This is an optimization exercise on Yosys and OpenROAD, whose aim is small area and a short achievable clock period, not a production implementation. At most, simulation tests tie the RTL to the original design; equivalence was not proved.

==> flow/design.v <==
`timescale 1ns / 1ps
module Processor(
    input wire clk,
    input wire reset,
    input wire [15:0] instruction,
    input wire [31:0] data_in,
    output reg [31:0] pc,
    output wire [9:0] addr,
    output wire [31:0] data_out
    );
function [31:0] rev32(input [31:0] x);
    integer n;
    begin
        for (n = 0; n < 32; n = n + 1) rev32[n] = x[31-n];
    end
endfunction
reg [15:0] i1;
reg [4:0]  op2;
reg [2:0]  a2;
reg [1:0]  c2;
reg [7:0]  v2;
reg        sub2, st2;
reg [31:0] opA, opB;
reg [31:0] res3;
reg [2:0]  d3;
reg        we3, l3;
reg [31:0] R [0:7];
wire isN   = (op2 == 5'd1);
wire isL   = (op2 == 5'd16);
wire isADD = (op2 == 5'd3);
wire isAND = (op2 == 5'd7);
wire isOR  = (op2 == 5'd8);
wire isXOR = (op2 == 5'd9);
wire isNAND= (op2 == 5'd10);
wire isNOR = (op2 == 5'd11);
wire isXNOR= (op2 == 5'd12);
wire isSHR = (op2 == 5'd13);
wire isSRA = (op2 == 5'd14);
wire isSHL = (op2 == 5'd15);
wire isLDC = (op2 == 5'd17);
wire isJA  = (op2 == 5'd19);
wire isJ0  = (op2 == 5'd20);
wire isJC1 = (op2 == 5'd21);
wire isJC2 = (op2 == 5'd22);
wire we    = (op2 >= 5'd3) && (op2 <= 5'd17);
wire [31:0] bb = opB;    
wire [31:0] ap = opA ^ bb;
wire [31:0] ag = opA & bb;
reg [31:0] G [0:5];
reg [31:0] P [0:5];
integer l, i, j;
always @(*) begin
    G[0] = ag;
    P[0] = ap;
    G[0][0] = ag[0] | (ap[0] & sub2);
    for (l = 0; l < 5; l = l + 1) begin
        G[l+1] = G[l];
        P[l+1] = P[l];
        for (i = 0; i < 32; i = i + 1) begin
            if (i[l]) begin
                j = ((i >> l) << l) - 1;
                G[l+1][i] = G[l][i] | (P[l][i] & G[l][j]);
                P[l+1][i] = P[l][i] & P[l][j];
            end
        end
    end
end
wire [31:0] sum = ap ^ {G[5][30:0], sub2};
wire lu_g   = isAND | isOR | isNAND | isNOR;
wire lu_p   = isOR | isXOR | isNOR | isXNOR;
wire lu_inv = isNAND | isNOR | isXNOR;
wire [31:0] lu = (({32{lu_g}} & ag) | ({32{lu_p}} & ap)) ^ {32{lu_inv}};
wire fill = isSRA & opA[31];
wire [31:0] shin = isSHL ? rev32(opA) : opA;
wire [31:0] s0 = v2[0] ? {fill, shin[31:1]} : shin;
wire [31:0] s1 = v2[1] ? {{2{fill}}, s0[31:2]} : s0;
wire [31:0] s2 = v2[2] ? {{4{fill}}, s1[31:4]} : s1;
wire [31:0] s3 = v2[3] ? {{8{fill}}, s2[31:8]} : s2;
wire [31:0] s4 = v2[4] ? {{16{fill}}, s3[31:16]} : s3;
wire [31:0] sh = v2[5] ? {32{fill}} : s4;
wire nr = ~reset;
wire [31:0] ex_res =
      ({32{(isADD | sub2)}} & sum)
    | lu
    | ({32{(isSHR | isSRA)}} & sh)
    | ({32{isSHL}}  & rev32(sh))
    | ({32{isLDC}}  & {opA[31:8], v2});
reg cond_ok;
always @(*) begin
    case (c2)
        2'd0: cond_ok = opA[31];
        2'd1: cond_ok = ~opA[31];
        2'd2: cond_ok = (opA == 32'd0);
        default: cond_ok = (opA != 32'd0);
    endcase
end
wire update_pc = isJA | isJ0 | ((isJC1 | isJC2) & cond_ok);
wire [31:0] pc_new = ({32{isJA}} & opA) | ({32{isJC1}} & opB)
                   | ({32{isJC2}} & {26'd0, v2[5:0]});
assign addr     = {10{st2}} & opA[9:0];
assign data_out = {32{st2}} & opB;
wire [31:0] wb_val = l3 ? data_in : res3;
wire [1:0] cls = i1[15:14];
wire [4:0] f   = i1[13:9];
wire c_alu = (cls == 2'b01);
wire c_ls  = (cls == 2'b10);
wire c_j   = (cls == 2'b11);
wire shft  = (f == 5'd13) | (f == 5'd14) | (f == 5'd15);
wire [2:0] lk = i1[13:11];
wire [1:0] jk = i1[13:12];
wire T_alu2 = c_alu & ~shft;
reg [4:0] rop;
always @(*) begin
    rop = 5'd0;
    case (cls)
        2'b01:
            case (f)
                5'd3, 5'd4: rop = 5'd3;
                5'd5, 5'd6: rop = 5'd5;
                5'd1, 5'd7, 5'd8, 5'd9, 5'd10, 5'd11, 5'd12, 5'd13, 5'd14,
                5'd15, 5'd16, 5'd17, 5'd18, 5'd19, 5'd21, 5'd22: rop = f;
                5'd20: rop = 5'd19;
                default: rop = 5'd0;
            endcase
        2'b10:
            case (lk)
                3'd0: rop = 5'd16;
                3'd1: rop = 5'd17;
                3'd2: rop = 5'd18;
                default: rop = 5'd0;
            endcase
        2'b11:
            case (jk)
                2'd0: rop = 5'd19;
                2'd1: rop = 5'd20;
                2'd2: rop = i1[11] ? 5'd0 : 5'd21;
                default: rop = i1[11] ? 5'd0 : 5'd22;
            endcase
        default: rop = (f == 5'd1) ? 5'd1 : 5'd0;
    endcase
end
wire [2:0] raddr = c_alu ? i1[8:6] : c_ls ? i1[10:8] : 3'd0;
wire [1:0] rcond = c_j ? i1[10:9] : 2'd0;
wire [7:0] rval  = {c_ls ? i1[7:6] : 2'b00, T_alu2 ? 6'd0 : i1[5:0]};
function [2:0] srcA(input [15:0] w);
    begin
        if (w[15:14] == 2'b01)
            srcA = ((w[13:9] == 5'd13) | (w[13:9] == 5'd14) | (w[13:9] == 5'd15))
                   ? w[8:6] : w[5:3];
        else if (w[15:14] == 2'b10)
            srcA = w[10:8];
        else if (w[13:12] == 2'd0)
            srcA = w[2:0];
        else
            srcA = w[8:6];
    end
endfunction
function [4:0] hazard(input [15:0] w, input [2:0] a, input n2, input l2,
                      input [2:0] d, input n3, input l3);
    reg alu, sh, t_sh, t_alu2, t_1, t_2, ls, jp;
    reg ae86, ae53, ae108, ae20, aw86, aw53, aw108, aw20;
    reg mAe, mAw, mBe, mBw;
    begin
        alu = (w[15:14] == 2'b01);
        ls  = (w[15:14] == 2'b10);
        jp  = (w[15:14] == 2'b11);
        sh  = (w[13:9] == 5'd13) | (w[13:9] == 5'd14) | (w[13:9] == 5'd15);
        t_sh   = alu & sh;
        t_alu2 = alu & ~sh;
        t_1 = (ls & (w[13:11] == 3'd1)) | (jp & (w[13:12] == 2'd0))
            | (jp & (w[13:12] == 2'd3));
        t_2 = (ls & (w[13:11] == 3'd2)) | (jp & (w[13:12] == 2'd2));
        ae86 = (w[8:6] == a);  aw86 = (w[8:6] == d);
        ae53 = (w[5:3] == a);  aw53 = (w[5:3] == d);
        ae108 = (w[10:8] == a); aw108 = (w[10:8] == d);
        ae20 = (w[2:0] == a);  aw20 = (w[2:0] == d);
        if (alu) begin
            mAe = sh ? ae86 : ae53;
            mAw = sh ? aw86 : aw53;
        end else if (ls) begin
            mAe = ae108;
            mAw = aw108;
        end else if (w[13:12] == 2'd0) begin
            mAe = ae20;
            mAw = aw20;
        end else begin
            mAe = ae86;
            mAw = aw86;
        end
        mBe = ae20;
        mBw = aw20;
        hazard[4] = l2 & (((t_sh | t_1) & mAe) | (t_alu2 & (mAe | mBe))
                        | (t_2 & (mAe | (~mAw & mBe))));
        hazard[3] = ((t_sh | t_alu2) & mAe & ~n2) | ((t_1 | t_2) & mAe);
        hazard[2] = (t_alu2 & ~mAe & mBe & ~n2) | (t_2 & ~mAe & ~mAw & mBe);
        hazard[1] = (t_sh & ~mAe & mAw & (l3 | ~n2))
                  | (t_alu2 & ~mAe & ~mBe & mAw & (l3 | ~n3))
                  | ((t_1 | t_2) & ~mAe & mAw);
        hazard[0] = (t_alu2 & ~mAe & ~mBe & ~mAw & mBw & (l3 | ~n2))
                  | (t_2 & ~mAe & ~mAw & ~mBe & mBw);
    end
endfunction
reg [7:0] selA, selB;   
reg freeze, fAe, fBe, fAw, fBw;
wire [2:0] d3n = we ? a2 : 3'd0;
wire [15:0] hz_w  = freeze ? i1 : instruction;
wire [2:0]  hz_a  = freeze ? 3'd0 : raddr;
wire        hz_n2 = freeze | (rop == 5'd1);
wire        hz_l2 = ~freeze & (rop == 5'd16);
wire [2:0]  hz_d  = freeze ? a2 : d3n;
wire        hz_n3 = ~freeze & isN;
wire        hz_l3 = freeze | isL;
wire [4:0]  hz_one = hazard(hz_w, hz_a, hz_n2, hz_l2, hz_d, hz_n3, hz_l3);
reg [31:0] rfA, rfB;
integer q;
always @(*) begin
    rfA = 32'd0; rfB = 32'd0;
    for (q = 0; q < 8; q = q + 1) begin
        rfA = rfA | ({32{selA[q]}} & R[q]);
        rfB = rfB | ({32{selB[q]}} & R[q]);
    end
end
wire [31:0] a_src = fAe ? ex_res : (fAw ? wb_val : rfA);
wire [31:0] b_src = fBe ? ex_res : (fBw ? wb_val : rfB);
wire kill = reset | update_pc;
always @(posedge clk) begin
    if (reset)
        pc <= 32'd0;
    else if (update_pc)
        pc <= pc_new;
    else if (!freeze)
        pc <= pc + 32'd1;
    if (kill)
        i1[15:9] <= 7'b0000001;
    else if (!freeze)
        i1[15:9] <= instruction[15:9];
    if (!freeze) begin
        i1[8:0] <= instruction[8:0];
        selA <= 8'd1 << srcA(instruction);
        selB <= 8'd1 << instruction[2:0];
    end
    if (kill)
        {freeze, fAe, fBe, fAw, fBw} <= 5'd0;
    else
        {freeze, fAe, fBe, fAw, fBw} <= hz_one;
    if (kill | freeze) begin
        op2  <= 5'd1;
        a2   <= 3'd0;
        sub2 <= 1'b0;
        st2  <= 1'b0;
    end else begin
        op2  <= rop;
        a2   <= raddr;
        sub2 <= (rop == 5'd5);
        st2  <= (rop == 5'd18);
    end
    c2  <= rcond;
    v2  <= rval;
    opA <= a_src;
    opB <= b_src ^ {32{rop == 5'd5}};
    res3 <= ex_res;
    d3   <= a2;
    we3  <= we & ~reset;
    l3   <= isL;
end
integer k;
always @(posedge clk) begin
    if (reset) begin
        for (k = 0; k < 8; k = k + 1) R[k] <= 32'd0;
    end else if (we3) begin
        R[d3] <= wb_val;
    end
end
endmodule
export LEC_CHECK = 0
export CAP_MARGIN = 20
export CORE_MARGIN = 2
export CORE_UTILIZATION = 50
export CTS_BUF_LIST = sky130_fd_sc_hd__clkbuf_8
export PLACE_DENSITY = 0.7
export SETUP_SLACK_MARGIN = 3.0
export SLEW_MARGIN = 20
create_clock -name core_clock -period 6.5 [get_ports {clk}]
run.sh (not shown) runs the stock make flow with config.mk's settings and CLKGATE_MAP_FILE= SYNTH_SCRIPT=/design/flow/synth_recipe.tcl, a recipe that flattens the netlist after the stock synthesis.
Change:
--- a/flow/design.v
+++ b/flow/design.v
@@ -40,13 +40,13 @@
 wire isLDC = (op2 == 5'd17);
 wire isJA  = (op2 == 5'd19);
 wire isJ0  = (op2 == 5'd20);
 wire isJC1 = (op2 == 5'd21);
 wire isJC2 = (op2 == 5'd22);
 wire we    = (op2 >= 5'd3) && (op2 <= 5'd17);
-wire [31:0] bb = opB;    
+wire [31:0] bb = opB ^ {32{sub2}};
 wire [31:0] ap = opA ^ bb;
 wire [31:0] ag = opA & bb;
 reg [31:0] G [0:5];
 reg [31:0] P [0:5];
 integer l, i, j;
 always @(*) begin
@@ -68,14 +68,13 @@
 wire [31:0] sum = ap ^ {G[5][30:0], sub2};
 wire lu_g   = isAND | isOR | isNAND | isNOR;
 wire lu_p   = isOR | isXOR | isNOR | isXNOR;
 wire lu_inv = isNAND | isNOR | isXNOR;
 wire [31:0] lu = (({32{lu_g}} & ag) | ({32{lu_p}} & ap)) ^ {32{lu_inv}};
 wire fill = isSRA & opA[31];
-wire [31:0] shin = isSHL ? rev32(opA) : opA;
-wire [31:0] s0 = v2[0] ? {fill, shin[31:1]} : shin;
+wire [31:0] s0 = v2[0] ? {fill, opA[31:1]} : opA;
 wire [31:0] s1 = v2[1] ? {{2{fill}}, s0[31:2]} : s0;
 wire [31:0] s2 = v2[2] ? {{4{fill}}, s1[31:4]} : s1;
 wire [31:0] s3 = v2[3] ? {{8{fill}}, s2[31:8]} : s2;
 wire [31:0] s4 = v2[4] ? {{16{fill}}, s3[31:16]} : s3;
 wire [31:0] sh = v2[5] ? {32{fill}} : s4;
 wire nr = ~reset;
@@ -200,31 +199,27 @@
                   | (t_2 & ~mAe & ~mAw & ~mBe & mBw);
     end
 endfunction
 reg [7:0] selA, selB;   
 reg freeze, fAe, fBe, fAw, fBw;
 wire [2:0] d3n = we ? a2 : 3'd0;
-wire [15:0] hz_w  = freeze ? i1 : instruction;
-wire [2:0]  hz_a  = freeze ? 3'd0 : raddr;
-wire        hz_n2 = freeze | (rop == 5'd1);
-wire        hz_l2 = ~freeze & (rop == 5'd16);
-wire [2:0]  hz_d  = freeze ? a2 : d3n;
-wire        hz_n3 = ~freeze & isN;
-wire        hz_l3 = freeze | isL;
-wire [4:0]  hz_one = hazard(hz_w, hz_a, hz_n2, hz_l2, hz_d, hz_n3, hz_l3);
+wire [4:0] hz_load = hazard(instruction, raddr, rop == 5'd1, rop == 5'd16,
+                            d3n, isN, isL);
+wire [4:0] hz_hold = hazard(i1, 3'd0, 1'b1, 1'b0, a2, 1'b0, 1'b1);
 reg [31:0] rfA, rfB;
 integer q;
 always @(*) begin
     rfA = 32'd0; rfB = 32'd0;
     for (q = 0; q < 8; q = q + 1) begin
         rfA = rfA | ({32{selA[q]}} & R[q]);
         rfB = rfB | ({32{selB[q]}} & R[q]);
     end
 end
 wire [31:0] a_src = fAe ? ex_res : (fAw ? wb_val : rfA);
 wire [31:0] b_src = fBe ? ex_res : (fBw ? wb_val : rfB);
+wire rshl = (rop == 5'd15);
 wire kill = reset | update_pc;
 always @(posedge clk) begin
     if (reset)
         pc <= 32'd0;
     else if (update_pc)
         pc <= pc_new;
@@ -238,14 +233,16 @@
         i1[8:0] <= instruction[8:0];
         selA <= 8'd1 << srcA(instruction);
         selB <= 8'd1 << instruction[2:0];
     end
     if (kill)
         {freeze, fAe, fBe, fAw, fBw} <= 5'd0;
+    else if (freeze)
+        {freeze, fAe, fBe, fAw, fBw} <= hz_hold;
     else
-        {freeze, fAe, fBe, fAw, fBw} <= hz_one;
+        {freeze, fAe, fBe, fAw, fBw} <= hz_load;
     if (kill | freeze) begin
         op2  <= 5'd1;
         a2   <= 3'd0;
         sub2 <= 1'b0;
         st2  <= 1'b0;
     end else begin
@@ -253,14 +250,14 @@
         a2   <= raddr;
         sub2 <= (rop == 5'd5);
         st2  <= (rop == 5'd18);
     end
     c2  <= rcond;
     v2  <= rval;
-    opA <= a_src;
-    opB <= b_src ^ {32{rop == 5'd5}};
+    opA <= rshl ? rev32(a_src) : a_src;
+    opB <= b_src;
     res3 <= ex_res;
     d3   <= a2;
     we3  <= we & ~reset;
     l3   <= isL;
 end
 integer k;
What happened: Final area hardly moves; first-iteration DRC count climbs by 9.5%; area after synthesis stays flat; routed wire length drops by 5.0%; critical path depth drops by 2.
For the second run of this note, only the layout was checked, not whether the RTL still works.

## what the ideal ports hide
The results above use ideal ports. As a check the final layouts listed here were re-extracted and re-timed, cells and wires unchanged.
Step 1, drivers: a clkbuf_16 drives clk and a buf_2 each remaining input, both assumed.
Step 2, shift: input delay + t, output delay - t, t = (earliest + latest rising clock arrival at the registers) / 2. This alone moves slack from input paths to output paths.
Three values: no drivers, after step 1, after step 2; two values: the first two.
run | t (ns) | setup WS [ns] | worst hold slack (ns) | clock arrival spread, ns | cell pins on the clock port's net
the first run | 0.726 | 3.023 / 3.037 / 2.326 | 0.430 / 0.430 / 0.430 | 0.050 / 0.051 | 1
the second run | 0.727 | 3.009 / 2.953 / 2.509 | 0.506 / 0.506 / 0.506 | 0.061 / 0.060 | 1
After both steps setup and hold are still met in every run listed. For the first run, which loses most, drivers alone change the setup slack by +0.014 ns; drivers and shift together by -0.697 ns.
